Context: an optimization exercise on an open-source flow, tuned for small area. The choices shown serve that exercise and are no tape-out recipe.
Function was checked by simulation only, so behaviour that the tests miss may differ from the original.
Power and IR drop assume default switching activity.

==> flow/run.sh <==
#!/bin/bash
set -euo pipefail
export CTS_ARGS="-sink_clustering_enable -repair_clock_nets -sink_clustering_size 18 -sink_clustering_max_diameter 50 -buf_list sky130_fd_sc_hd__clkbuf_8 -dont_use_dummy_load"
export BUFFER_PORTS_ARGS="-buffer_cell sky130_fd_sc_hd__buf_1"
bash standard.sh > standard.log 2>&1
==> constraint.sdc <==
create_clock -name core_clock -period 10.0 [get_ports {clk}]
set_input_delay 2.0000 -clock core_clock [delete_from_list [all_inputs] [get_ports {clk}]]
set_output_delay 2.0000 -clock core_clock [all_outputs]
set_load 0.01 [all_outputs]
==> config.mk <==
export PLATFORM = sky130hd
export DESIGN_NAME = hdmi_text_top
export DESIGN_NICKNAME = hdmi_text_top
export VERILOG_FILES = /design/flow/design.v
export SDC_FILE = /design/flow/constraint.sdc
export NUM_CORES = 4
export LEC_CHECK = 0
export ABC_AREA = 1
export CAP_MARGIN = 20
export CORE_MARGIN = 2
export CORE_UTILIZATION = 40
export SLEW_MARGIN = 20
==> standard.sh <==
#!/bin/bash
# synth_recipe.tcl (not shown) runs the flow's synth.tcl, then flattens the netlist and writes it again
# the make line also repeats each setting of config.mk as NAME=value (left out here)
make -C /OpenROAD-flow-scripts/flow DESIGN_CONFIG=/design/flow/config.mk WORK_HOME=/design/flow/orfs CLKGATE_MAP_FILE= SYNTH_SCRIPT=/design/flow/synth_recipe.tcl "${@:-finish}"
==> design.v <==
module font_rom (
    input  [5:0] code,
    input  [2:0] row,
    input  [2:0] col,
    output       bit_out
);
    reg b;
    always @(*) begin
        case ({code, row, col})
            12'd66: b = 1'b1;
            12'd67: b = 1'b1;
            12'd73: b = 1'b1;
            12'd74: b = 1'b1;
            12'd75: b = 1'b1;
            12'd76: b = 1'b1;
            12'd80: b = 1'b1;
            12'd81: b = 1'b1;
            12'd84: b = 1'b1;
            12'd85: b = 1'b1;
            12'd88: b = 1'b1;
            12'd89: b = 1'b1;
            12'd92: b = 1'b1;
            12'd93: b = 1'b1;
            12'd96: b = 1'b1;
            12'd97: b = 1'b1;
            12'd98: b = 1'b1;
            12'd99: b = 1'b1;
            12'd100: b = 1'b1;
            12'd101: b = 1'b1;
            12'd104: b = 1'b1;
            12'd105: b = 1'b1;
            12'd108: b = 1'b1;
            12'd109: b = 1'b1;
            12'd112: b = 1'b1;
            12'd113: b = 1'b1;
            12'd116: b = 1'b1;
            12'd117: b = 1'b1;
            12'd128: b = 1'b1;
            12'd129: b = 1'b1;
            12'd130: b = 1'b1;
            12'd131: b = 1'b1;
            12'd132: b = 1'b1;
            12'd133: b = 1'b1;
            12'd137: b = 1'b1;
            12'd138: b = 1'b1;
            12'd141: b = 1'b1;
            12'd142: b = 1'b1;
            12'd145: b = 1'b1;
            12'd146: b = 1'b1;
            12'd149: b = 1'b1;
            12'd150: b = 1'b1;
            12'd153: b = 1'b1;
            12'd154: b = 1'b1;
            12'd155: b = 1'b1;
            12'd156: b = 1'b1;
            12'd157: b = 1'b1;
            12'd161: b = 1'b1;
            12'd162: b = 1'b1;
            12'd165: b = 1'b1;
            12'd166: b = 1'b1;
            12'd169: b = 1'b1;
            12'd170: b = 1'b1;
            12'd173: b = 1'b1;
            12'd174: b = 1'b1;
            12'd176: b = 1'b1;
            12'd177: b = 1'b1;
            12'd178: b = 1'b1;
            12'd179: b = 1'b1;
            12'd180: b = 1'b1;
            12'd181: b = 1'b1;
            12'd194: b = 1'b1;
            12'd195: b = 1'b1;
            12'd196: b = 1'b1;
            12'd197: b = 1'b1;
            12'd201: b = 1'b1;
            12'd202: b = 1'b1;
            12'd205: b = 1'b1;
            12'd206: b = 1'b1;
            12'd208: b = 1'b1;
            12'd209: b = 1'b1;
            12'd216: b = 1'b1;
            12'd217: b = 1'b1;
            12'd224: b = 1'b1;
            12'd225: b = 1'b1;
            12'd233: b = 1'b1;
            12'd234: b = 1'b1;
            12'd237: b = 1'b1;
            12'd238: b = 1'b1;
            12'd242: b = 1'b1;
            12'd243: b = 1'b1;
            12'd244: b = 1'b1;
            12'd245: b = 1'b1;
            12'd256: b = 1'b1;
            12'd257: b = 1'b1;
            12'd258: b = 1'b1;
            12'd259: b = 1'b1;
            12'd260: b = 1'b1;
            12'd265: b = 1'b1;
            12'd266: b = 1'b1;
            12'd268: b = 1'b1;
            12'd269: b = 1'b1;
            12'd273: b = 1'b1;
            12'd274: b = 1'b1;
            12'd277: b = 1'b1;
            12'd278: b = 1'b1;
            12'd281: b = 1'b1;
            12'd282: b = 1'b1;
            12'd285: b = 1'b1;
            12'd286: b = 1'b1;
            12'd289: b = 1'b1;
            12'd290: b = 1'b1;
            12'd293: b = 1'b1;
            12'd294: b = 1'b1;
            12'd297: b = 1'b1;
            12'd298: b = 1'b1;
            12'd300: b = 1'b1;
            12'd301: b = 1'b1;
            12'd304: b = 1'b1;
            12'd305: b = 1'b1;
            12'd306: b = 1'b1;
            12'd307: b = 1'b1;
            12'd308: b = 1'b1;
            12'd320: b = 1'b1;
            12'd321: b = 1'b1;
            12'd322: b = 1'b1;
            12'd323: b = 1'b1;
            12'd324: b = 1'b1;
            12'd325: b = 1'b1;
            12'd326: b = 1'b1;
            12'd329: b = 1'b1;
            12'd330: b = 1'b1;
            12'd334: b = 1'b1;
            12'd337: b = 1'b1;
            12'd338: b = 1'b1;
            12'd340: b = 1'b1;
            12'd345: b = 1'b1;
            12'd346: b = 1'b1;
            12'd347: b = 1'b1;
            12'd348: b = 1'b1;
            12'd353: b = 1'b1;
            12'd354: b = 1'b1;
            12'd356: b = 1'b1;
            12'd361: b = 1'b1;
            12'd362: b = 1'b1;
            12'd366: b = 1'b1;
            12'd368: b = 1'b1;
            12'd369: b = 1'b1;
            12'd370: b = 1'b1;
            12'd371: b = 1'b1;
            12'd372: b = 1'b1;
            12'd373: b = 1'b1;
            12'd374: b = 1'b1;
            12'd384: b = 1'b1;
            12'd385: b = 1'b1;
            12'd386: b = 1'b1;
            12'd387: b = 1'b1;
            12'd388: b = 1'b1;
            12'd389: b = 1'b1;
            12'd390: b = 1'b1;
            12'd393: b = 1'b1;
            12'd394: b = 1'b1;
            12'd398: b = 1'b1;
            12'd401: b = 1'b1;
            12'd402: b = 1'b1;
            12'd404: b = 1'b1;
            12'd409: b = 1'b1;
            12'd410: b = 1'b1;
            12'd411: b = 1'b1;
            12'd412: b = 1'b1;
            12'd417: b = 1'b1;
            12'd418: b = 1'b1;
            12'd420: b = 1'b1;
            12'd425: b = 1'b1;
            12'd426: b = 1'b1;
            12'd432: b = 1'b1;
            12'd433: b = 1'b1;
            12'd434: b = 1'b1;
            12'd435: b = 1'b1;
            12'd450: b = 1'b1;
            12'd451: b = 1'b1;
            12'd452: b = 1'b1;
            12'd453: b = 1'b1;
            12'd457: b = 1'b1;
            12'd458: b = 1'b1;
            12'd461: b = 1'b1;
            12'd462: b = 1'b1;
            12'd464: b = 1'b1;
            12'd465: b = 1'b1;
            12'd472: b = 1'b1;
            12'd473: b = 1'b1;
            12'd480: b = 1'b1;
            12'd481: b = 1'b1;
            12'd484: b = 1'b1;
            12'd485: b = 1'b1;
            12'd486: b = 1'b1;
            12'd489: b = 1'b1;
            12'd490: b = 1'b1;
            12'd493: b = 1'b1;
            12'd494: b = 1'b1;
            12'd498: b = 1'b1;
            12'd499: b = 1'b1;
            12'd500: b = 1'b1;
            12'd501: b = 1'b1;
            12'd502: b = 1'b1;
            12'd512: b = 1'b1;
            12'd513: b = 1'b1;
            12'd516: b = 1'b1;
            12'd517: b = 1'b1;
            12'd520: b = 1'b1;
            12'd521: b = 1'b1;
            12'd524: b = 1'b1;
            12'd525: b = 1'b1;
            12'd528: b = 1'b1;
            12'd529: b = 1'b1;
            12'd532: b = 1'b1;
            12'd533: b = 1'b1;
            12'd536: b = 1'b1;
            12'd537: b = 1'b1;
            12'd538: b = 1'b1;
            12'd539: b = 1'b1;
            12'd540: b = 1'b1;
            12'd541: b = 1'b1;
            12'd544: b = 1'b1;
            12'd545: b = 1'b1;
            12'd548: b = 1'b1;
            12'd549: b = 1'b1;
            12'd552: b = 1'b1;
            12'd553: b = 1'b1;
            12'd556: b = 1'b1;
            12'd557: b = 1'b1;
            12'd560: b = 1'b1;
            12'd561: b = 1'b1;
            12'd564: b = 1'b1;
            12'd565: b = 1'b1;
            12'd577: b = 1'b1;
            12'd578: b = 1'b1;
            12'd579: b = 1'b1;
            12'd580: b = 1'b1;
            12'd586: b = 1'b1;
            12'd587: b = 1'b1;
            12'd594: b = 1'b1;
            12'd595: b = 1'b1;
            12'd602: b = 1'b1;
            12'd603: b = 1'b1;
            12'd610: b = 1'b1;
            12'd611: b = 1'b1;
            12'd618: b = 1'b1;
            12'd619: b = 1'b1;
            12'd625: b = 1'b1;
            12'd626: b = 1'b1;
            12'd627: b = 1'b1;
            12'd628: b = 1'b1;
            12'd643: b = 1'b1;
            12'd644: b = 1'b1;
            12'd645: b = 1'b1;
            12'd646: b = 1'b1;
            12'd652: b = 1'b1;
            12'd653: b = 1'b1;
            12'd660: b = 1'b1;
            12'd661: b = 1'b1;
            12'd668: b = 1'b1;
            12'd669: b = 1'b1;
            12'd672: b = 1'b1;
            12'd673: b = 1'b1;
            12'd676: b = 1'b1;
            12'd677: b = 1'b1;
            12'd680: b = 1'b1;
            12'd681: b = 1'b1;
            12'd684: b = 1'b1;
            12'd685: b = 1'b1;
            12'd689: b = 1'b1;
            12'd690: b = 1'b1;
            12'd691: b = 1'b1;
            12'd692: b = 1'b1;
            12'd704: b = 1'b1;
            12'd705: b = 1'b1;
            12'd706: b = 1'b1;
            12'd709: b = 1'b1;
            12'd710: b = 1'b1;
            12'd713: b = 1'b1;
            12'd714: b = 1'b1;
            12'd717: b = 1'b1;
            12'd718: b = 1'b1;
            12'd721: b = 1'b1;
            12'd722: b = 1'b1;
            12'd724: b = 1'b1;
            12'd725: b = 1'b1;
            12'd729: b = 1'b1;
            12'd730: b = 1'b1;
            12'd731: b = 1'b1;
            12'd732: b = 1'b1;
            12'd737: b = 1'b1;
            12'd738: b = 1'b1;
            12'd740: b = 1'b1;
            12'd741: b = 1'b1;
            12'd745: b = 1'b1;
            12'd746: b = 1'b1;
            12'd749: b = 1'b1;
            12'd750: b = 1'b1;
            12'd752: b = 1'b1;
            12'd753: b = 1'b1;
            12'd754: b = 1'b1;
            12'd757: b = 1'b1;
            12'd758: b = 1'b1;
            12'd768: b = 1'b1;
            12'd769: b = 1'b1;
            12'd770: b = 1'b1;
            12'd771: b = 1'b1;
            12'd777: b = 1'b1;
            12'd778: b = 1'b1;
            12'd785: b = 1'b1;
            12'd786: b = 1'b1;
            12'd793: b = 1'b1;
            12'd794: b = 1'b1;
            12'd801: b = 1'b1;
            12'd802: b = 1'b1;
            12'd806: b = 1'b1;
            12'd809: b = 1'b1;
            12'd810: b = 1'b1;
            12'd813: b = 1'b1;
            12'd814: b = 1'b1;
            12'd816: b = 1'b1;
            12'd817: b = 1'b1;
            12'd818: b = 1'b1;
            12'd819: b = 1'b1;
            12'd820: b = 1'b1;
            12'd821: b = 1'b1;
            12'd822: b = 1'b1;
            12'd832: b = 1'b1;
            12'd833: b = 1'b1;
            12'd837: b = 1'b1;
            12'd838: b = 1'b1;
            12'd840: b = 1'b1;
            12'd841: b = 1'b1;
            12'd842: b = 1'b1;
            12'd844: b = 1'b1;
            12'd845: b = 1'b1;
            12'd846: b = 1'b1;
            12'd848: b = 1'b1;
            12'd849: b = 1'b1;
            12'd850: b = 1'b1;
            12'd851: b = 1'b1;
            12'd852: b = 1'b1;
            12'd853: b = 1'b1;
            12'd854: b = 1'b1;
            12'd856: b = 1'b1;
            12'd857: b = 1'b1;
            12'd858: b = 1'b1;
            12'd859: b = 1'b1;
            12'd860: b = 1'b1;
            12'd861: b = 1'b1;
            12'd862: b = 1'b1;
            12'd864: b = 1'b1;
            12'd865: b = 1'b1;
            12'd867: b = 1'b1;
            12'd869: b = 1'b1;
            12'd870: b = 1'b1;
            12'd872: b = 1'b1;
            12'd873: b = 1'b1;
            12'd877: b = 1'b1;
            12'd878: b = 1'b1;
            12'd880: b = 1'b1;
            12'd881: b = 1'b1;
            12'd885: b = 1'b1;
            12'd886: b = 1'b1;
            12'd896: b = 1'b1;
            12'd897: b = 1'b1;
            12'd901: b = 1'b1;
            12'd902: b = 1'b1;
            12'd904: b = 1'b1;
            12'd905: b = 1'b1;
            12'd906: b = 1'b1;
            12'd909: b = 1'b1;
            12'd910: b = 1'b1;
            12'd912: b = 1'b1;
            12'd913: b = 1'b1;
            12'd914: b = 1'b1;
            12'd915: b = 1'b1;
            12'd917: b = 1'b1;
            12'd918: b = 1'b1;
            12'd920: b = 1'b1;
            12'd921: b = 1'b1;
            12'd923: b = 1'b1;
            12'd924: b = 1'b1;
            12'd925: b = 1'b1;
            12'd926: b = 1'b1;
            12'd928: b = 1'b1;
            12'd929: b = 1'b1;
            12'd932: b = 1'b1;
            12'd933: b = 1'b1;
            12'd934: b = 1'b1;
            12'd936: b = 1'b1;
            12'd937: b = 1'b1;
            12'd941: b = 1'b1;
            12'd942: b = 1'b1;
            12'd944: b = 1'b1;
            12'd945: b = 1'b1;
            12'd949: b = 1'b1;
            12'd950: b = 1'b1;
            12'd962: b = 1'b1;
            12'd963: b = 1'b1;
            12'd964: b = 1'b1;
            12'd969: b = 1'b1;
            12'd970: b = 1'b1;
            12'd972: b = 1'b1;
            12'd973: b = 1'b1;
            12'd976: b = 1'b1;
            12'd977: b = 1'b1;
            12'd981: b = 1'b1;
            12'd982: b = 1'b1;
            12'd984: b = 1'b1;
            12'd985: b = 1'b1;
            12'd989: b = 1'b1;
            12'd990: b = 1'b1;
            12'd992: b = 1'b1;
            12'd993: b = 1'b1;
            12'd997: b = 1'b1;
            12'd998: b = 1'b1;
            12'd1001: b = 1'b1;
            12'd1002: b = 1'b1;
            12'd1004: b = 1'b1;
            12'd1005: b = 1'b1;
            12'd1010: b = 1'b1;
            12'd1011: b = 1'b1;
            12'd1012: b = 1'b1;
            12'd1024: b = 1'b1;
            12'd1025: b = 1'b1;
            12'd1026: b = 1'b1;
            12'd1027: b = 1'b1;
            12'd1028: b = 1'b1;
            12'd1029: b = 1'b1;
            12'd1033: b = 1'b1;
            12'd1034: b = 1'b1;
            12'd1037: b = 1'b1;
            12'd1038: b = 1'b1;
            12'd1041: b = 1'b1;
            12'd1042: b = 1'b1;
            12'd1045: b = 1'b1;
            12'd1046: b = 1'b1;
            12'd1049: b = 1'b1;
            12'd1050: b = 1'b1;
            12'd1051: b = 1'b1;
            12'd1052: b = 1'b1;
            12'd1053: b = 1'b1;
            12'd1057: b = 1'b1;
            12'd1058: b = 1'b1;
            12'd1065: b = 1'b1;
            12'd1066: b = 1'b1;
            12'd1072: b = 1'b1;
            12'd1073: b = 1'b1;
            12'd1074: b = 1'b1;
            12'd1075: b = 1'b1;
            12'd1089: b = 1'b1;
            12'd1090: b = 1'b1;
            12'd1091: b = 1'b1;
            12'd1092: b = 1'b1;
            12'd1096: b = 1'b1;
            12'd1097: b = 1'b1;
            12'd1100: b = 1'b1;
            12'd1101: b = 1'b1;
            12'd1104: b = 1'b1;
            12'd1105: b = 1'b1;
            12'd1108: b = 1'b1;
            12'd1109: b = 1'b1;
            12'd1112: b = 1'b1;
            12'd1113: b = 1'b1;
            12'd1116: b = 1'b1;
            12'd1117: b = 1'b1;
            12'd1120: b = 1'b1;
            12'd1121: b = 1'b1;
            12'd1123: b = 1'b1;
            12'd1124: b = 1'b1;
            12'd1125: b = 1'b1;
            12'd1129: b = 1'b1;
            12'd1130: b = 1'b1;
            12'd1131: b = 1'b1;
            12'd1132: b = 1'b1;
            12'd1139: b = 1'b1;
            12'd1140: b = 1'b1;
            12'd1141: b = 1'b1;
            12'd1152: b = 1'b1;
            12'd1153: b = 1'b1;
            12'd1154: b = 1'b1;
            12'd1155: b = 1'b1;
            12'd1156: b = 1'b1;
            12'd1157: b = 1'b1;
            12'd1161: b = 1'b1;
            12'd1162: b = 1'b1;
            12'd1165: b = 1'b1;
            12'd1166: b = 1'b1;
            12'd1169: b = 1'b1;
            12'd1170: b = 1'b1;
            12'd1173: b = 1'b1;
            12'd1174: b = 1'b1;
            12'd1177: b = 1'b1;
            12'd1178: b = 1'b1;
            12'd1179: b = 1'b1;
            12'd1180: b = 1'b1;
            12'd1181: b = 1'b1;
            12'd1185: b = 1'b1;
            12'd1186: b = 1'b1;
            12'd1188: b = 1'b1;
            12'd1189: b = 1'b1;
            12'd1193: b = 1'b1;
            12'd1194: b = 1'b1;
            12'd1197: b = 1'b1;
            12'd1198: b = 1'b1;
            12'd1200: b = 1'b1;
            12'd1201: b = 1'b1;
            12'd1202: b = 1'b1;
            12'd1205: b = 1'b1;
            12'd1206: b = 1'b1;
            12'd1217: b = 1'b1;
            12'd1218: b = 1'b1;
            12'd1219: b = 1'b1;
            12'd1220: b = 1'b1;
            12'd1224: b = 1'b1;
            12'd1225: b = 1'b1;
            12'd1228: b = 1'b1;
            12'd1229: b = 1'b1;
            12'd1232: b = 1'b1;
            12'd1233: b = 1'b1;
            12'd1234: b = 1'b1;
            12'd1241: b = 1'b1;
            12'd1242: b = 1'b1;
            12'd1243: b = 1'b1;
            12'd1251: b = 1'b1;
            12'd1252: b = 1'b1;
            12'd1253: b = 1'b1;
            12'd1256: b = 1'b1;
            12'd1257: b = 1'b1;
            12'd1260: b = 1'b1;
            12'd1261: b = 1'b1;
            12'd1265: b = 1'b1;
            12'd1266: b = 1'b1;
            12'd1267: b = 1'b1;
            12'd1268: b = 1'b1;
            12'd1280: b = 1'b1;
            12'd1281: b = 1'b1;
            12'd1282: b = 1'b1;
            12'd1283: b = 1'b1;
            12'd1284: b = 1'b1;
            12'd1285: b = 1'b1;
            12'd1288: b = 1'b1;
            12'd1290: b = 1'b1;
            12'd1291: b = 1'b1;
            12'd1293: b = 1'b1;
            12'd1298: b = 1'b1;
            12'd1299: b = 1'b1;
            12'd1306: b = 1'b1;
            12'd1307: b = 1'b1;
            12'd1314: b = 1'b1;
            12'd1315: b = 1'b1;
            12'd1322: b = 1'b1;
            12'd1323: b = 1'b1;
            12'd1329: b = 1'b1;
            12'd1330: b = 1'b1;
            12'd1331: b = 1'b1;
            12'd1332: b = 1'b1;
            12'd1344: b = 1'b1;
            12'd1345: b = 1'b1;
            12'd1348: b = 1'b1;
            12'd1349: b = 1'b1;
            12'd1352: b = 1'b1;
            12'd1353: b = 1'b1;
            12'd1356: b = 1'b1;
            12'd1357: b = 1'b1;
            12'd1360: b = 1'b1;
            12'd1361: b = 1'b1;
            12'd1364: b = 1'b1;
            12'd1365: b = 1'b1;
            12'd1368: b = 1'b1;
            12'd1369: b = 1'b1;
            12'd1372: b = 1'b1;
            12'd1373: b = 1'b1;
            12'd1376: b = 1'b1;
            12'd1377: b = 1'b1;
            12'd1380: b = 1'b1;
            12'd1381: b = 1'b1;
            12'd1384: b = 1'b1;
            12'd1385: b = 1'b1;
            12'd1388: b = 1'b1;
            12'd1389: b = 1'b1;
            12'd1392: b = 1'b1;
            12'd1393: b = 1'b1;
            12'd1394: b = 1'b1;
            12'd1395: b = 1'b1;
            12'd1396: b = 1'b1;
            12'd1397: b = 1'b1;
            12'd1408: b = 1'b1;
            12'd1409: b = 1'b1;
            12'd1412: b = 1'b1;
            12'd1413: b = 1'b1;
            12'd1416: b = 1'b1;
            12'd1417: b = 1'b1;
            12'd1420: b = 1'b1;
            12'd1421: b = 1'b1;
            12'd1424: b = 1'b1;
            12'd1425: b = 1'b1;
            12'd1428: b = 1'b1;
            12'd1429: b = 1'b1;
            12'd1432: b = 1'b1;
            12'd1433: b = 1'b1;
            12'd1436: b = 1'b1;
            12'd1437: b = 1'b1;
            12'd1440: b = 1'b1;
            12'd1441: b = 1'b1;
            12'd1444: b = 1'b1;
            12'd1445: b = 1'b1;
            12'd1449: b = 1'b1;
            12'd1450: b = 1'b1;
            12'd1451: b = 1'b1;
            12'd1452: b = 1'b1;
            12'd1458: b = 1'b1;
            12'd1459: b = 1'b1;
            12'd1472: b = 1'b1;
            12'd1473: b = 1'b1;
            12'd1477: b = 1'b1;
            12'd1478: b = 1'b1;
            12'd1480: b = 1'b1;
            12'd1481: b = 1'b1;
            12'd1485: b = 1'b1;
            12'd1486: b = 1'b1;
            12'd1488: b = 1'b1;
            12'd1489: b = 1'b1;
            12'd1493: b = 1'b1;
            12'd1494: b = 1'b1;
            12'd1496: b = 1'b1;
            12'd1497: b = 1'b1;
            12'd1499: b = 1'b1;
            12'd1501: b = 1'b1;
            12'd1502: b = 1'b1;
            12'd1504: b = 1'b1;
            12'd1505: b = 1'b1;
            12'd1506: b = 1'b1;
            12'd1507: b = 1'b1;
            12'd1508: b = 1'b1;
            12'd1509: b = 1'b1;
            12'd1510: b = 1'b1;
            12'd1512: b = 1'b1;
            12'd1513: b = 1'b1;
            12'd1514: b = 1'b1;
            12'd1516: b = 1'b1;
            12'd1517: b = 1'b1;
            12'd1518: b = 1'b1;
            12'd1520: b = 1'b1;
            12'd1521: b = 1'b1;
            12'd1525: b = 1'b1;
            12'd1526: b = 1'b1;
            12'd1536: b = 1'b1;
            12'd1537: b = 1'b1;
            12'd1541: b = 1'b1;
            12'd1542: b = 1'b1;
            12'd1544: b = 1'b1;
            12'd1545: b = 1'b1;
            12'd1549: b = 1'b1;
            12'd1550: b = 1'b1;
            12'd1553: b = 1'b1;
            12'd1554: b = 1'b1;
            12'd1556: b = 1'b1;
            12'd1557: b = 1'b1;
            12'd1562: b = 1'b1;
            12'd1563: b = 1'b1;
            12'd1564: b = 1'b1;
            12'd1570: b = 1'b1;
            12'd1571: b = 1'b1;
            12'd1572: b = 1'b1;
            12'd1577: b = 1'b1;
            12'd1578: b = 1'b1;
            12'd1580: b = 1'b1;
            12'd1581: b = 1'b1;
            12'd1584: b = 1'b1;
            12'd1585: b = 1'b1;
            12'd1589: b = 1'b1;
            12'd1590: b = 1'b1;
            12'd1600: b = 1'b1;
            12'd1601: b = 1'b1;
            12'd1604: b = 1'b1;
            12'd1605: b = 1'b1;
            12'd1608: b = 1'b1;
            12'd1609: b = 1'b1;
            12'd1612: b = 1'b1;
            12'd1613: b = 1'b1;
            12'd1616: b = 1'b1;
            12'd1617: b = 1'b1;
            12'd1620: b = 1'b1;
            12'd1621: b = 1'b1;
            12'd1625: b = 1'b1;
            12'd1626: b = 1'b1;
            12'd1627: b = 1'b1;
            12'd1628: b = 1'b1;
            12'd1634: b = 1'b1;
            12'd1635: b = 1'b1;
            12'd1642: b = 1'b1;
            12'd1643: b = 1'b1;
            12'd1649: b = 1'b1;
            12'd1650: b = 1'b1;
            12'd1651: b = 1'b1;
            12'd1652: b = 1'b1;
            12'd1664: b = 1'b1;
            12'd1665: b = 1'b1;
            12'd1666: b = 1'b1;
            12'd1667: b = 1'b1;
            12'd1668: b = 1'b1;
            12'd1669: b = 1'b1;
            12'd1670: b = 1'b1;
            12'd1672: b = 1'b1;
            12'd1673: b = 1'b1;
            12'd1677: b = 1'b1;
            12'd1678: b = 1'b1;
            12'd1680: b = 1'b1;
            12'd1684: b = 1'b1;
            12'd1685: b = 1'b1;
            12'd1691: b = 1'b1;
            12'd1692: b = 1'b1;
            12'd1698: b = 1'b1;
            12'd1699: b = 1'b1;
            12'd1702: b = 1'b1;
            12'd1705: b = 1'b1;
            12'd1706: b = 1'b1;
            12'd1709: b = 1'b1;
            12'd1710: b = 1'b1;
            12'd1712: b = 1'b1;
            12'd1713: b = 1'b1;
            12'd1714: b = 1'b1;
            12'd1715: b = 1'b1;
            12'd1716: b = 1'b1;
            12'd1717: b = 1'b1;
            12'd1718: b = 1'b1;
            12'd1729: b = 1'b1;
            12'd1730: b = 1'b1;
            12'd1731: b = 1'b1;
            12'd1732: b = 1'b1;
            12'd1733: b = 1'b1;
            12'd1736: b = 1'b1;
            12'd1737: b = 1'b1;
            12'd1741: b = 1'b1;
            12'd1742: b = 1'b1;
            12'd1744: b = 1'b1;
            12'd1745: b = 1'b1;
            12'd1748: b = 1'b1;
            12'd1749: b = 1'b1;
            12'd1750: b = 1'b1;
            12'd1752: b = 1'b1;
            12'd1753: b = 1'b1;
            12'd1755: b = 1'b1;
            12'd1756: b = 1'b1;
            12'd1757: b = 1'b1;
            12'd1758: b = 1'b1;
            12'd1760: b = 1'b1;
            12'd1761: b = 1'b1;
            12'd1762: b = 1'b1;
            12'd1763: b = 1'b1;
            12'd1765: b = 1'b1;
            12'd1766: b = 1'b1;
            12'd1768: b = 1'b1;
            12'd1769: b = 1'b1;
            12'd1770: b = 1'b1;
            12'd1773: b = 1'b1;
            12'd1774: b = 1'b1;
            12'd1777: b = 1'b1;
            12'd1778: b = 1'b1;
            12'd1779: b = 1'b1;
            12'd1780: b = 1'b1;
            12'd1781: b = 1'b1;
            12'd1794: b = 1'b1;
            12'd1795: b = 1'b1;
            12'd1801: b = 1'b1;
            12'd1802: b = 1'b1;
            12'd1803: b = 1'b1;
            12'd1810: b = 1'b1;
            12'd1811: b = 1'b1;
            12'd1818: b = 1'b1;
            12'd1819: b = 1'b1;
            12'd1826: b = 1'b1;
            12'd1827: b = 1'b1;
            12'd1834: b = 1'b1;
            12'd1835: b = 1'b1;
            12'd1840: b = 1'b1;
            12'd1841: b = 1'b1;
            12'd1842: b = 1'b1;
            12'd1843: b = 1'b1;
            12'd1844: b = 1'b1;
            12'd1845: b = 1'b1;
            12'd1857: b = 1'b1;
            12'd1858: b = 1'b1;
            12'd1859: b = 1'b1;
            12'd1860: b = 1'b1;
            12'd1864: b = 1'b1;
            12'd1865: b = 1'b1;
            12'd1868: b = 1'b1;
            12'd1869: b = 1'b1;
            12'd1876: b = 1'b1;
            12'd1877: b = 1'b1;
            12'd1882: b = 1'b1;
            12'd1883: b = 1'b1;
            12'd1884: b = 1'b1;
            12'd1889: b = 1'b1;
            12'd1890: b = 1'b1;
            12'd1896: b = 1'b1;
            12'd1897: b = 1'b1;
            12'd1900: b = 1'b1;
            12'd1901: b = 1'b1;
            12'd1904: b = 1'b1;
            12'd1905: b = 1'b1;
            12'd1906: b = 1'b1;
            12'd1907: b = 1'b1;
            12'd1908: b = 1'b1;
            12'd1909: b = 1'b1;
            12'd1921: b = 1'b1;
            12'd1922: b = 1'b1;
            12'd1923: b = 1'b1;
            12'd1924: b = 1'b1;
            12'd1928: b = 1'b1;
            12'd1929: b = 1'b1;
            12'd1932: b = 1'b1;
            12'd1933: b = 1'b1;
            12'd1940: b = 1'b1;
            12'd1941: b = 1'b1;
            12'd1946: b = 1'b1;
            12'd1947: b = 1'b1;
            12'd1948: b = 1'b1;
            12'd1956: b = 1'b1;
            12'd1957: b = 1'b1;
            12'd1960: b = 1'b1;
            12'd1961: b = 1'b1;
            12'd1964: b = 1'b1;
            12'd1965: b = 1'b1;
            12'd1969: b = 1'b1;
            12'd1970: b = 1'b1;
            12'd1971: b = 1'b1;
            12'd1972: b = 1'b1;
            12'd1987: b = 1'b1;
            12'd1988: b = 1'b1;
            12'd1989: b = 1'b1;
            12'd1994: b = 1'b1;
            12'd1995: b = 1'b1;
            12'd1996: b = 1'b1;
            12'd1997: b = 1'b1;
            12'd2001: b = 1'b1;
            12'd2002: b = 1'b1;
            12'd2004: b = 1'b1;
            12'd2005: b = 1'b1;
            12'd2008: b = 1'b1;
            12'd2009: b = 1'b1;
            12'd2012: b = 1'b1;
            12'd2013: b = 1'b1;
            12'd2016: b = 1'b1;
            12'd2017: b = 1'b1;
            12'd2018: b = 1'b1;
            12'd2019: b = 1'b1;
            12'd2020: b = 1'b1;
            12'd2021: b = 1'b1;
            12'd2022: b = 1'b1;
            12'd2028: b = 1'b1;
            12'd2029: b = 1'b1;
            12'd2035: b = 1'b1;
            12'd2036: b = 1'b1;
            12'd2037: b = 1'b1;
            12'd2038: b = 1'b1;
            12'd2048: b = 1'b1;
            12'd2049: b = 1'b1;
            12'd2050: b = 1'b1;
            12'd2051: b = 1'b1;
            12'd2052: b = 1'b1;
            12'd2053: b = 1'b1;
            12'd2056: b = 1'b1;
            12'd2057: b = 1'b1;
            12'd2064: b = 1'b1;
            12'd2065: b = 1'b1;
            12'd2066: b = 1'b1;
            12'd2067: b = 1'b1;
            12'd2068: b = 1'b1;
            12'd2076: b = 1'b1;
            12'd2077: b = 1'b1;
            12'd2084: b = 1'b1;
            12'd2085: b = 1'b1;
            12'd2088: b = 1'b1;
            12'd2089: b = 1'b1;
            12'd2092: b = 1'b1;
            12'd2093: b = 1'b1;
            12'd2097: b = 1'b1;
            12'd2098: b = 1'b1;
            12'd2099: b = 1'b1;
            12'd2100: b = 1'b1;
            12'd2114: b = 1'b1;
            12'd2115: b = 1'b1;
            12'd2116: b = 1'b1;
            12'd2121: b = 1'b1;
            12'd2122: b = 1'b1;
            12'd2128: b = 1'b1;
            12'd2129: b = 1'b1;
            12'd2136: b = 1'b1;
            12'd2137: b = 1'b1;
            12'd2138: b = 1'b1;
            12'd2139: b = 1'b1;
            12'd2140: b = 1'b1;
            12'd2144: b = 1'b1;
            12'd2145: b = 1'b1;
            12'd2148: b = 1'b1;
            12'd2149: b = 1'b1;
            12'd2152: b = 1'b1;
            12'd2153: b = 1'b1;
            12'd2156: b = 1'b1;
            12'd2157: b = 1'b1;
            12'd2161: b = 1'b1;
            12'd2162: b = 1'b1;
            12'd2163: b = 1'b1;
            12'd2164: b = 1'b1;
            12'd2176: b = 1'b1;
            12'd2177: b = 1'b1;
            12'd2178: b = 1'b1;
            12'd2179: b = 1'b1;
            12'd2180: b = 1'b1;
            12'd2181: b = 1'b1;
            12'd2184: b = 1'b1;
            12'd2185: b = 1'b1;
            12'd2188: b = 1'b1;
            12'd2189: b = 1'b1;
            12'd2196: b = 1'b1;
            12'd2197: b = 1'b1;
            12'd2203: b = 1'b1;
            12'd2204: b = 1'b1;
            12'd2210: b = 1'b1;
            12'd2211: b = 1'b1;
            12'd2218: b = 1'b1;
            12'd2219: b = 1'b1;
            12'd2226: b = 1'b1;
            12'd2227: b = 1'b1;
            12'd2241: b = 1'b1;
            12'd2242: b = 1'b1;
            12'd2243: b = 1'b1;
            12'd2244: b = 1'b1;
            12'd2248: b = 1'b1;
            12'd2249: b = 1'b1;
            12'd2252: b = 1'b1;
            12'd2253: b = 1'b1;
            12'd2256: b = 1'b1;
            12'd2257: b = 1'b1;
            12'd2260: b = 1'b1;
            12'd2261: b = 1'b1;
            12'd2265: b = 1'b1;
            12'd2266: b = 1'b1;
            12'd2267: b = 1'b1;
            12'd2268: b = 1'b1;
            12'd2272: b = 1'b1;
            12'd2273: b = 1'b1;
            12'd2276: b = 1'b1;
            12'd2277: b = 1'b1;
            12'd2280: b = 1'b1;
            12'd2281: b = 1'b1;
            12'd2284: b = 1'b1;
            12'd2285: b = 1'b1;
            12'd2289: b = 1'b1;
            12'd2290: b = 1'b1;
            12'd2291: b = 1'b1;
            12'd2292: b = 1'b1;
            12'd2305: b = 1'b1;
            12'd2306: b = 1'b1;
            12'd2307: b = 1'b1;
            12'd2308: b = 1'b1;
            12'd2312: b = 1'b1;
            12'd2313: b = 1'b1;
            12'd2316: b = 1'b1;
            12'd2317: b = 1'b1;
            12'd2320: b = 1'b1;
            12'd2321: b = 1'b1;
            12'd2324: b = 1'b1;
            12'd2325: b = 1'b1;
            12'd2329: b = 1'b1;
            12'd2330: b = 1'b1;
            12'd2331: b = 1'b1;
            12'd2332: b = 1'b1;
            12'd2333: b = 1'b1;
            12'd2340: b = 1'b1;
            12'd2341: b = 1'b1;
            12'd2347: b = 1'b1;
            12'd2348: b = 1'b1;
            12'd2353: b = 1'b1;
            12'd2354: b = 1'b1;
            12'd2355: b = 1'b1;
            12'd2410: b = 1'b1;
            12'd2411: b = 1'b1;
            12'd2418: b = 1'b1;
            12'd2419: b = 1'b1;
            12'd2474: b = 1'b1;
            12'd2475: b = 1'b1;
            12'd2482: b = 1'b1;
            12'd2483: b = 1'b1;
            12'd2489: b = 1'b1;
            12'd2490: b = 1'b1;
            12'd2497: b = 1'b1;
            12'd2498: b = 1'b1;
            12'd2499: b = 1'b1;
            12'd2500: b = 1'b1;
            12'd2504: b = 1'b1;
            12'd2505: b = 1'b1;
            12'd2508: b = 1'b1;
            12'd2509: b = 1'b1;
            12'd2516: b = 1'b1;
            12'd2517: b = 1'b1;
            12'd2523: b = 1'b1;
            12'd2524: b = 1'b1;
            12'd2530: b = 1'b1;
            12'd2531: b = 1'b1;
            12'd2546: b = 1'b1;
            12'd2547: b = 1'b1;
            12'd2563: b = 1'b1;
            12'd2564: b = 1'b1;
            12'd2570: b = 1'b1;
            12'd2571: b = 1'b1;
            12'd2572: b = 1'b1;
            12'd2573: b = 1'b1;
            12'd2578: b = 1'b1;
            12'd2579: b = 1'b1;
            12'd2580: b = 1'b1;
            12'd2581: b = 1'b1;
            12'd2587: b = 1'b1;
            12'd2588: b = 1'b1;
            12'd2595: b = 1'b1;
            12'd2596: b = 1'b1;
            12'd2611: b = 1'b1;
            12'd2612: b = 1'b1;
            12'd2629: b = 1'b1;
            12'd2630: b = 1'b1;
            12'd2636: b = 1'b1;
            12'd2637: b = 1'b1;
            12'd2643: b = 1'b1;
            12'd2644: b = 1'b1;
            12'd2650: b = 1'b1;
            12'd2651: b = 1'b1;
            12'd2657: b = 1'b1;
            12'd2658: b = 1'b1;
            12'd2664: b = 1'b1;
            12'd2665: b = 1'b1;
            12'd2672: b = 1'b1;
            12'd2688: b = 1'b1;
            12'd2689: b = 1'b1;
            12'd2697: b = 1'b1;
            12'd2698: b = 1'b1;
            12'd2706: b = 1'b1;
            12'd2707: b = 1'b1;
            12'd2715: b = 1'b1;
            12'd2716: b = 1'b1;
            12'd2724: b = 1'b1;
            12'd2725: b = 1'b1;
            12'd2733: b = 1'b1;
            12'd2734: b = 1'b1;
            12'd2742: b = 1'b1;
            12'd2800: b = 1'b1;
            12'd2801: b = 1'b1;
            12'd2802: b = 1'b1;
            12'd2803: b = 1'b1;
            12'd2804: b = 1'b1;
            12'd2805: b = 1'b1;
            12'd2806: b = 1'b1;
            12'd2807: b = 1'b1;
            12'd2840: b = 1'b1;
            12'd2841: b = 1'b1;
            12'd2842: b = 1'b1;
            12'd2843: b = 1'b1;
            12'd2844: b = 1'b1;
            12'd2845: b = 1'b1;
            12'd2883: b = 1'b1;
            12'd2884: b = 1'b1;
            12'd2891: b = 1'b1;
            12'd2892: b = 1'b1;
            12'd2899: b = 1'b1;
            12'd2900: b = 1'b1;
            12'd2907: b = 1'b1;
            12'd2908: b = 1'b1;
            12'd2915: b = 1'b1;
            12'd2916: b = 1'b1;
            12'd2923: b = 1'b1;
            12'd2924: b = 1'b1;
            12'd2931: b = 1'b1;
            12'd2932: b = 1'b1;
            12'd2945: b = 1'b1;
            12'd2946: b = 1'b1;
            12'd2947: b = 1'b1;
            12'd2948: b = 1'b1;
            12'd2952: b = 1'b1;
            12'd2953: b = 1'b1;
            12'd2956: b = 1'b1;
            12'd2957: b = 1'b1;
            12'd2960: b = 1'b1;
            12'd2961: b = 1'b1;
            12'd2964: b = 1'b1;
            12'd2965: b = 1'b1;
            12'd2968: b = 1'b1;
            12'd2969: b = 1'b1;
            12'd2972: b = 1'b1;
            12'd2973: b = 1'b1;
            12'd2977: b = 1'b1;
            12'd2978: b = 1'b1;
            12'd2979: b = 1'b1;
            12'd2980: b = 1'b1;
            12'd3018: b = 1'b1;
            12'd3019: b = 1'b1;
            12'd3026: b = 1'b1;
            12'd3027: b = 1'b1;
            12'd3050: b = 1'b1;
            12'd3051: b = 1'b1;
            12'd3058: b = 1'b1;
            12'd3059: b = 1'b1;
            12'd3073: b = 1'b1;
            12'd3074: b = 1'b1;
            12'd3081: b = 1'b1;
            12'd3082: b = 1'b1;
            12'd3088: b = 1'b1;
            12'd3089: b = 1'b1;
            default: b = 1'b0;
        endcase
    end
    assign bit_out = b;
endmodule
module svo_tmds (
	input clk, resetn, de,
	input [1:0] ctrl,
	input din,
	output reg [9:0] dout0,
	output reg [9:0] dout12
);
	reg signed [3:0] cnt;
	reg [3:0] q_out;
	wire neg = cnt[3];
	always @(posedge clk) begin
		if (!resetn) begin
			cnt <= 0;
			q_out <= 0;
		end else if (!de) begin
			cnt <= 0;
			q_out <= {2'b01, ctrl};
		end else begin
			cnt <= neg ? cnt + (din ? 4'sd3 : 4'sd5) : cnt - 4'sd4;
			q_out <= {2'b10, neg, din};
		end
	end
	reg [9:0] data_word;
	always @(*) begin
		case (q_out[1:0])
			2'b00: data_word = 10'h100;
			2'b01: data_word = 10'h200;
			2'b10: data_word = 10'h3ff;
			2'b11: data_word = 10'h0ff;
		endcase
		if (q_out[3]) begin
			dout0 = data_word;
			dout12 = data_word;
		end else if (q_out[2]) begin
			case (q_out[1:0])
				2'b00: dout0 = 10'b1101010100;
				2'b01: dout0 = 10'b0010101011;
				2'b10: dout0 = 10'b0101010100;
				2'b11: dout0 = 10'b1010101011;
			endcase
			dout12 = 10'b1101010100;
		end else begin
			dout0 = 10'b0;
			dout12 = 10'b0;
		end
	end
endmodule
`timescale 1ns / 1ps
module svo_enc (
	input clk, resetn,
	output [9:0] disp_x,
	output [8:0] disp_y,
	output [3:0] rd_col,
	output [2:0] rd_grid_y,
	output de,
	output [1:0] ctrl,    
	output text           
);
	reg [10:0] hx;
	reg [9:0] ln;
	always @(posedge clk) begin
		if (!resetn) begin
			hx <= 11'd1214;
			ln <= 10'd720;
		end else begin
			hx <= (hx == 11'd1663) ? 11'd0 : hx + 11'd1;
			if (hx == 11'd1023)
				ln <= (ln == 10'd747) ? 10'd0 : ln + 10'd1;
		end
	end
	assign disp_x = hx[10] ? 10'd0 : hx[9:0];
	assign disp_y = ln[9] ? 9'd0 : ln[8:0];
	wire [10:0] hx_inc = hx + 11'd1;
	assign rd_col = hx_inc[10] ? 4'd0 : hx_inc[9:6];
	wire [9:0] ln_next = (hx == 11'd1023) ? ((ln == 10'd747) ? 10'd0 : ln + 10'd1) : ln;
	assign rd_grid_y = ln_next[9] ? 3'd0 : ln_next[8:6];
	wire late    = hx >= 11'd1024 && hx < 11'd1225;
	wire blank_h = hx >= 11'd1225 && hx < 11'd1609;
	wire hsync   = hx >= 11'd1289 && hx < 11'd1417;
	wire text_h  = hx >= 11'd9 && hx < 11'd1033;
	wire blank_v = late ? (ln >= 10'd721 || ln == 10'd0) : (ln >= 10'd720);
	wire vsync   = late ? (ln >= 10'd724 && ln < 10'd729) : (ln >= 10'd723 && ln < 10'd728);
	wire text_v  = late ? (ln >= 10'd1 && ln < 10'd513) : (ln < 10'd512);
	assign de = !(blank_h || blank_v);
	assign ctrl = {vsync, hsync};
	assign text = text_h && text_v;
endmodule
`timescale 1ns / 1ps
module svo_canvas (
    input            clk,
    input            resetn,
    input            user_clk,
    input      [2:0] user_data_3,
    input      [9:0] display_x,
    input      [8:0] display_y,
    input      [3:0] rd_col,
    input      [2:0] rd_grid_y,
    output           pixel
);
    reg [2:0] user_clk_q;
    wire user_clk_rise = user_clk_q[1] && !user_clk_q[2];
    wire user_clk_fall = !user_clk_q[1] && user_clk_q[2];
    reg       write_clk;
    reg       load_upper;
    reg [5:0] user_data_6;
    reg [6:0] last_pos;
    reg       any_wr;
    reg       two_wr;
    reg       enable_read_offset;
    reg [2:0] read_offset;
    wire       do_write = user_clk_rise && !write_clk;
    wire [6:0] wr_pos   = two_wr ? last_pos + 7'd1 : 7'd0;
    always @(posedge clk) begin
        if (!resetn) begin
            user_clk_q <= 0;
            write_clk <= 0;
            load_upper <= 0;
            user_data_6 <= 0;
            last_pos <= 0;
            any_wr <= 0;
            two_wr <= 0;
            enable_read_offset <= 0;
            read_offset <= 0;
        end else begin
            user_clk_q <= { user_clk_q[1:0], user_clk };
            if (user_clk_rise)
                write_clk <= !write_clk;
            if (user_clk_fall) begin
                load_upper <= !load_upper;
                if (load_upper)
                    user_data_6[5:3] <= user_data_3;
                else
                    user_data_6[2:0] <= user_data_3;
            end
            if (do_write) begin
                last_pos <= wr_pos;
                any_wr <= 1;
                two_wr <= any_wr;
                if (wr_pos == 7'd127)
                    enable_read_offset <= 1;
                if (enable_read_offset && wr_pos[3:0] == 0)
                    read_offset <= read_offset + 1;
            end
        end
    end
    wire [2:0] rd_row = rd_grid_y + read_offset;
    wire [6:0] rd_pos = { rd_row, rd_col };
    wire [2:0] lw_row = last_pos[6:4];
    wire [3:0] lw_col = last_pos[3:0];
    wire rd_valid = two_wr && ((rd_row < lw_row) ||
                               (rd_row == lw_row && rd_col <= lw_col) ||
                               (enable_read_offset && rd_row > lw_row));
    reg [3:0]  ph;
    reg [95:0] ring [0:7];
    reg        pa_v, pb_v;
    reg [5:0]  pa_d, pb_d;
    wire [6:0] pa_pos = last_pos;
    wire [6:0] pb_pos = last_pos - 7'd1;
    wire commit_a = pa_v && (pa_pos[3:0] ^ {pa_pos[4], 3'b000}) == ph;
    wire commit_b = pb_v && (pb_pos[3:0] ^ {pb_pos[4], 3'b000}) == ph;
    wire mem_write = do_write && any_wr;    
    wire [5:0] commit_d = commit_a ? pa_d : pb_d;
    wire [2:0] commit_row = commit_a ? pa_pos[6:4] : pb_pos[6:4];
    wire       commit = commit_a || commit_b;
    reg [5:0] ring_in [0:7];
    integer r;
    always @(*) begin
        for (r = 0; r < 8; r = r + 1)
            ring_in[r] = (commit && commit_row == r) ? commit_d : ring[r][5:0];
    end
    always @(posedge clk) begin
        for (r = 0; r < 8; r = r + 1)
            ring[r] <= { ring_in[r], ring[r][95:6] };
    end
    always @(posedge clk) begin
        if (!resetn) begin
            ph <= 0;
            pa_v <= 0;
            pb_v <= 0;
        end else begin
            ph <= ph + 4'd1;
            if (mem_write) begin
                pa_v <= 1;
                pa_d <= user_data_6;
                pb_v <= pa_v && !commit_a;
                pb_d <= pa_d;
            end else begin
                if (commit_a) pa_v <= 0;
                if (commit_b) pb_v <= 0;
            end
        end
    end
    wire [3:0] c  = display_x[9:6];
    wire [2:0] g  = display_y[8:6];
    wire [2:0] r0 = g + read_offset;
    wire [3:0] c1 = c + 4'd1;
    wire odd = r0[0];
    wire at_c   = ph == c;
    wire at_c8  = ph == (c ^ 4'd8);
    wire at_c1  = ph == c1;
    wire at_c18 = ph == (c1 ^ 4'd8);
    wire [2:0] row_sel = (odd == (at_c8 || at_c18)) ? r0 : r0 + 3'd1;
    reg  [5:0] ring_tap;
    always @(*) begin
        ring_tap = ring[0][5:0];
        for (r = 1; r < 8; r = r + 1)
            if (row_sel == r)
                ring_tap = ring[r][5:0];
    end
    wire [5:0] tap = (commit && commit_row == row_sel) ? commit_d : ring_tap;
    reg  [5:0] x00, x10, x01, x11;
    wire [5:0] f00 = (odd ? at_c8  : at_c ) ? tap : x00;
    wire [5:0] f10 = (odd ? at_c   : at_c8) ? tap : x10;
    wire [5:0] f01 = (odd ? at_c18 : at_c1) ? tap : x01;
    wire [5:0] f11 = (odd ? at_c1 : at_c18) ? tap : x11;
    wire colchg = rd_col != c;
    wire scroll = do_write && enable_read_offset && wr_pos[3:0] == 0;
    wire [5:0] cur   = colchg ? f01 : f00;    
    wire [5:0] below = colchg ? f11 : f10;    
    always @(posedge clk) begin
        x00 <= scroll ? below : cur;
        x10 <= below;
        x01 <= scroll ? f11 : f01;
        x11 <= f11;
    end
    wire [5:0] rd_data = (pa_v && rd_pos == pa_pos) ? pa_d :
                         (pb_v && rd_pos == pb_pos) ? pb_d :
                         cur;
    reg  [5:0] char_code_q;
    reg        pix_q;
    wire       font_bit;
    font_rom font_bitmaps (
        .code(char_code_q),
        .row(display_y[5:3]),
        .col(display_x[5:3]),
        .bit_out(font_bit)
    );
    always @(posedge clk) begin
        if (!resetn) begin
            char_code_q <= 0;
            pix_q <= 0;
        end else begin
            char_code_q <= rd_valid ? rd_data : 6'd0;
            pix_q <= font_bit;
        end
    end
    reg [8:0] pix_d;
    always @(posedge clk)
        pix_d <= { pix_d[7:0], pix_q };
    assign pixel = pix_d[8];
endmodule
`timescale 1ns / 1ps
module hdmi_text_top (
	input clk,
	input resetn,
	input user_clk,
	input [2:0] user_data_3,
	output [9:0] tmds_ch0,
	output [9:0] tmds_ch1,
	output [9:0] tmds_ch2
);
	reg [5:0] resetn_clk_pixel_q;
	always @(posedge clk)
		resetn_clk_pixel_q <= {resetn_clk_pixel_q, resetn};
	wire clk_pixel_resetn = resetn_clk_pixel_q[5];
	wire [9:0] display_x;
	wire [8:0] display_y;
	wire [3:0] rd_col;
	wire [2:0] rd_grid_y;
	wire de, text, pixel;
	wire [1:0] ctrl;
	svo_enc svo_enc (
		.clk(clk),
		.resetn(clk_pixel_resetn),
		.disp_x(display_x),
		.disp_y(display_y),
		.rd_col(rd_col),
		.rd_grid_y(rd_grid_y),
		.de(de),
		.ctrl(ctrl),
		.text(text)
	);
	svo_canvas svo_canvas (
		.clk(clk),
		.resetn(resetn),
		.user_clk(user_clk),
		.user_data_3(user_data_3),
		.display_x(display_x),
		.display_y(display_y),
		.rd_col(rd_col),
		.rd_grid_y(rd_grid_y),
		.pixel(pixel)
	);
	wire [9:0] tmds_ch12;
	svo_tmds svo_tmds (
		.clk(clk),
		.resetn(clk_pixel_resetn),
		.de(de),
		.ctrl(ctrl),
		.din(text && pixel),
		.dout0(tmds_ch0),
		.dout12(tmds_ch12)
	);
	assign tmds_ch1 = tmds_ch12;
	assign tmds_ch2 = tmds_ch12;
endmodule
==> results.txt <==
[synth_stat cells (all sizes together), types with 2 or more instances]
| cell | number |
|---|---|
| fa | 3 |
| o311ai | 4 |
| dfxtp | 873 |
| edfxtp | 12 |
| nor3b | 3 |
| nor4 | 14 |
| clkbuf | 39 |
| inv | 191 |
| a21boi | 8 |
| nor3 | 42 |
| clkinv | 4 |
| o221ai | 4 |
| o21ai | 148 |
| nand3b | 8 |
| or2 | 13 |
| o31ai | 7 |
| o21a | 2 |
| a22oi | 3 |
| nor2 | 169 |
| a31oi | 8 |
| a41oi | 2 |
| ha | 42 |
| a32o | 2 |
| o22ai | 8 |
| xor2 | 20 |
| o211ai | 13 |
| nand2 | 391 |
| buf | 35 |
| nand3 | 105 |
| nand4 | 26 |
| o2111ai | 6 |
| xnor2 | 11 |
| a221oi | 3 |
| a21oi | 92 |
| o21bai | 3 |
| a211oi | 3 |
[logic make-up (layout without fill, tap and decap cells)]
family / Yosys count / in the layout / share of synthesized area (%)
AND/OR/NAND/NOR: 774 / 774 / 13.4
multiplexers: 1 / 1 / 0.0400
buffers and inverters: 269 / 314 / 4.50
AO/OA/AOI/OAI: 320 / 320 / 7.38
XOR/XNOR: 31 / 31 / 1.08
adder cells (fa/ha/maj): 45 / 45 / 2.34
flip-flops: 885 / 885 / 71.2
[power by group through the flow]
stage | clock network (W) | logic [W] | registers [W]
after floorplan | 0 | 0.000171 | 0.00368
after global placement | 0 | 0.000199 | 0.00369
after detailed placement | 0 | 0.000203 | 0.00369
after CTS | 0.00170 | 0.000204 | 0.00361
after global routing | 0.00182 | 0.000234 | 0.00361
final | 0.00163 | 0.000205 | 0.00361
[through the flow]
stage	power (W)	area [um2]	std cells
global route	0.00566	26900	3207
finish	0.00544	26900	3207
detailed placement	0.00389	25900	3135
CTS	0.00551	26900	3205
global placement	0.00389	25900	3135
floorplan	0.00385	25000	2325
[worst max-delay path: stages (launching register included)]
cell	delay (ns)
sky130_fd_sc_hd__dfxtp_1	0.40
sky130_fd_sc_hd__ha_1	0.20
sky130_fd_sc_hd__nand3_1	0.13
sky130_fd_sc_hd__nor2_1	0.14
sky130_fd_sc_hd__nand2_1	0.11
sky130_fd_sc_hd__nor3_1	0.21
sky130_fd_sc_hd__nand2_1	0.15
sky130_fd_sc_hd__inv_1	0.16
sky130_fd_sc_hd__nand2_1	0.10
sky130_fd_sc_hd__nand2_1	0.08
sky130_fd_sc_hd__nand3_1	0.10
sky130_fd_sc_hd__nor2_1	0.13
sky130_fd_sc_hd__ha_1	0.16
sky130_fd_sc_hd__inv_1	0.05
sky130_fd_sc_hd__fa_1	0.37
sky130_fd_sc_hd__xnor2_1	0.17
sky130_fd_sc_hd__xor2_1	0.25
sky130_fd_sc_hd__inv_1	0.07
sky130_fd_sc_hd__ha_1	0.31
sky130_fd_sc_hd__nand3_1	0.12
sky130_fd_sc_hd__nor3_1	0.49
sky130_fd_sc_hd__inv_1	0.27
sky130_fd_sc_hd__o21ai_0	0.13
sky130_fd_sc_hd__inv_1	0.06
sky130_fd_sc_hd__nand2_1	0.06
sky130_fd_sc_hd__a21oi_1	0.05
[routing by layer]
metal  share of wire, %  vias to the layer above
li1                   -                     7531
met1                 48                     6986
met2                 43                      443
met3                5.6                      125
met4                3.7                        0
met5                  0                        -
[state kept, by name (all words and copies together), names as in the netlist, 3 cells and up]
| register | cells |
|---|---|
| svo_canvas.x01 | 6 |
| svo_canvas.pb_d | 6 |
| svo_canvas.pix_d | 9 |
| svo_canvas.user_clk_q | 3 |
| svo_canvas.user_data_6 | 6 |
| svo_enc.hx | 11 |
| svo_enc.ln | 10 |
| svo_canvas.char_code_q | 6 |
| svo_canvas.x10 | 6 |
| svo_canvas.pa_d | 6 |
| svo_tmds.cnt | 4 |
| svo_canvas.ring | 768 |
| svo_canvas.last_pos | 7 |
| svo_canvas.read_offset | 3 |
| resetn_clk_pixel_q | 6 |
| svo_canvas.ph | 4 |
| svo_canvas.x11 | 6 |
| svo_canvas.x00 | 6 |
| svo_tmds.q_out | 4 |
[layout make-up]
class                   count  area, um2
fillers                  5833      34900
clock buffers              70        963
flip-flops and latches    885      17800
multi-input cells        1171       6080
well taps                 837       1050
inverters                 195        734
repair buffers             49        234
[path summary, 6_finish.rpt]
| check | startpoint | end | slack (ns) | depth (start not counted) |
|---|---|---|---|---|
| worst min register to register | svo_canvas.ring[0][36] | svo_canvas.ring[0][30] | 0.24 | 0 |
| worst max-delay path | svo_enc.hx[0] | svo_canvas.char_code_q[4] | 5.37 | 25 |
| worst max register to register | svo_enc.hx[0] | svo_canvas.char_code_q[4] | 5.37 | 25 |
| worst min-delay path | svo_canvas.ring[0][36] | svo_canvas.ring[0][30] | 0.24 | 0 |
==> impl.org <==
** Run status
- Result of the run :: complete, no violations

** Die
- Number of rows in the core area :: 91
- Core outline area :: 61,800 um2
- The initial utilization of the core area, before any placement, comes to 40.5%.
- Overall die area :: 64,600 um2
- The floorplan step set the die height to 254 um.
- In this run the count of I/O pins placed on the die edge is 36.
- DIE WIDTH :: 254 um

** Finish
- The repair_antennas step left the layout with diodes totalling 0.
- Of the cells placed in the final design, the portion with a size suffix greater than 1 is 5.61%.
- Compared with the post-synthesis result, the final layout area differs by 7.40%.
- Measured on the finished design, the core utilization comes to 43.5%.
- The library cell used most frequently in the layout, excluding fill and tap cells, is sky130_fd_sc_hd__dfxtp_1.
- After the last flow step, the layout net total stands at 2,423.
- In the layout the commonest cells are sky130_fd_sc_hd__dfxtp_1 (873), sky130_fd_sc_hd__nand2_1 (380), sky130_fd_sc_hd__inv_1 (183).

** Detailed routing
- Once detail routing completed, the nets flagged for antenna violations numbered 0.
- After detailed routing, the number of vias per cell comes to 4.70.
- Drt wl/cell :: 15.7 um
- First-pass detailed-route iteration total :: 7
- Count of routing violations after the opening detailed-route iteration :: 1,202
- After detailed routing, the total wire length is 50.2 mm.
- Detailed routing inserted a total of 15,100 vias.
- Count of unresolved DRC violations after routing :: 0

** Timing
- PnR worst setup slack :: 5.37 ns
- Final setup fails :: 0
- The final hold violation count is 0.
- After layout, the minimum clock period comes to 4.63 ns.
- For the pin with the worst max-slew slack, the measured transition is 0.919 ns.
- Measured against its own limit, the worst slew margin works out to 38.6%.
- Worst hold margin :: 0.244 ns
- Crit share post-route :: 46.3%
- Final number of max-transition violations :: 0
- Timing would allow up to 216 MHz.
- Setup repair after global routing left no endpoint under its margin.
- Setup total negative slack on the finished layout was measured at 0 ns.
- For the final database, setup skew stands at 0.104 ns.

** Clock network
- Clock Tree Root :: sky130_fd_sc_hd__clkbuf_8
- Clock transition at path regs :: 0.11 ns
- Post-CTS Setup Inserts :: 0
- Hold Buf Count CTS :: 0
- TritonCTS buffer count :: 70
- Maximum number of buffers from clock root to sink :: 3
- The clock net in this run drives a total of 885 sinks.
- TritonCTS built the clock tree.
- Insertion delay to the later sink of the worst-skew pair :: 0.68 ns
- Number of gates resized after CTS :: 0
- Depth of the CTS H-tree :: 3

** Global routing
- For this run, global-route usage on met1 was measured as 21.2%.
- Antenna violations before repair :: 0
- Global routing used 24.3% of the available met2 tracks.
- The first global-routing pass estimated 78.4 mm of wire.
- Across every metal layer, demand over resource in global routing totals 15.7%.
- Entering global routing, the biggest net connects 26 pins.
- Most heavily used metal layer in global routing :: met2
- GRT Residual Overflow :: 0
- Via count of the first global-routing pass :: 14,400
- For this run, global-route usage on met3 was measured as 3.31%.

** Placed design
- RePlAce Congestion :: 0.896
- HPWL after detailed placement :: 34.9 mm
- Before CTS, the worst setup slack after placement is 5.34 ns.
- Port buffering added 35 buffers.

** Synth
- After synthesis, the mean cell area works out to 10.8 um2.
- Summing every instance area after synthesis gives 25,000 um2.
- Gate count of the mapped netlist :: 2,325
- Post-synthesis register bit count :: 885
- Summing the sequential cell areas from Yosys gives 71.2% of the chip area.
- The synthesized design contains 12 enable-type register cells.
- In the synthesized netlist the dominant register cell turns out to be sky130_fd_sc_hd__dfxtp_1.
- Leading area contributor after synthesis :: sky130_fd_sc_hd__dfxtp_1
- Number of warnings issued by yosys :: 7
- Synthesized net count :: 2,376
- For this run, asynchronously set or reset flops after synthesis account for 0%.
- Yosys mapped the design onto 60 distinct sky130hd cell types.
- Largest cells by area after synthesis :: sky130_fd_sc_hd__dfxtp_1 (70%), sky130_fd_sc_hd__nand2_1 (5.7%), sky130_fd_sc_hd__o21ai_0 (2.9%), sky130_fd_sc_hd__inv_1 (2.7%), sky130_fd_sc_hd__nor2_1 (2.5%)
- Area fraction of the dominant cell type after synthesis :: 69.8%

** Power and ir drop
- Summed over all cells, the static leakage comes to 11.0 nW.
- The share of total power dissipated in the clock network is 29.9%.
- The internal portion of the total power is 0.00428 W.
- Fraction of power spent switching nets :: 21.3%
- Registers are responsible for 66.3% of the overall power.
- Total power divided by cell area :: 202 nW/um2
- VDD IR-drop max :: 0.000144 V
- Combinational logic is responsible for 3.8% of the overall power.
- Summed over all nets, the switching power comes to 0.00116 W.

** Critical path
- STA classifies the critical path startpoint as a register.
- In this run the worst path has a maximum fanout of 9.
- For the worst setup path, the data required time is 10.51 ns.
- WP data arrival :: 5.14 ns
- STA classifies the critical path endpoint as a register.
- Worst Path Class, Setup :: register to register

** Hold path
- Type of the worst min-delay path :: register to register

** Flow run
- Max-cap violations in this run came to 0.

-- static timing again, ports no longer ideal --
The flow's constraints put no driver on any port. The routed layout listed below was extracted and timed again, unchanged, in two steps.
Step 1, drivers: a clkbuf_16 drives clk and a buf_2 each remaining input, both assumed.
Step 2 times the ports against the registers' clock, not the clock port: input delays grow and output delays shrink by t, the midpoint of the rising clock arrivals with the driver on.
a / b / c = ideal / step 1 / step 2; a / b = the first two.
shift t [ns]: 0.673
setup WS [ns]: 5.371 / 5.371 / 5.371
worst data-port slew with drivers (ns): 0.05
cell pins on the clock port's net: 1
After both steps setup and hold are still met in this run. The setup slack of this run moves by 0.000 ns with the drivers and by 0.000 ns with both steps.
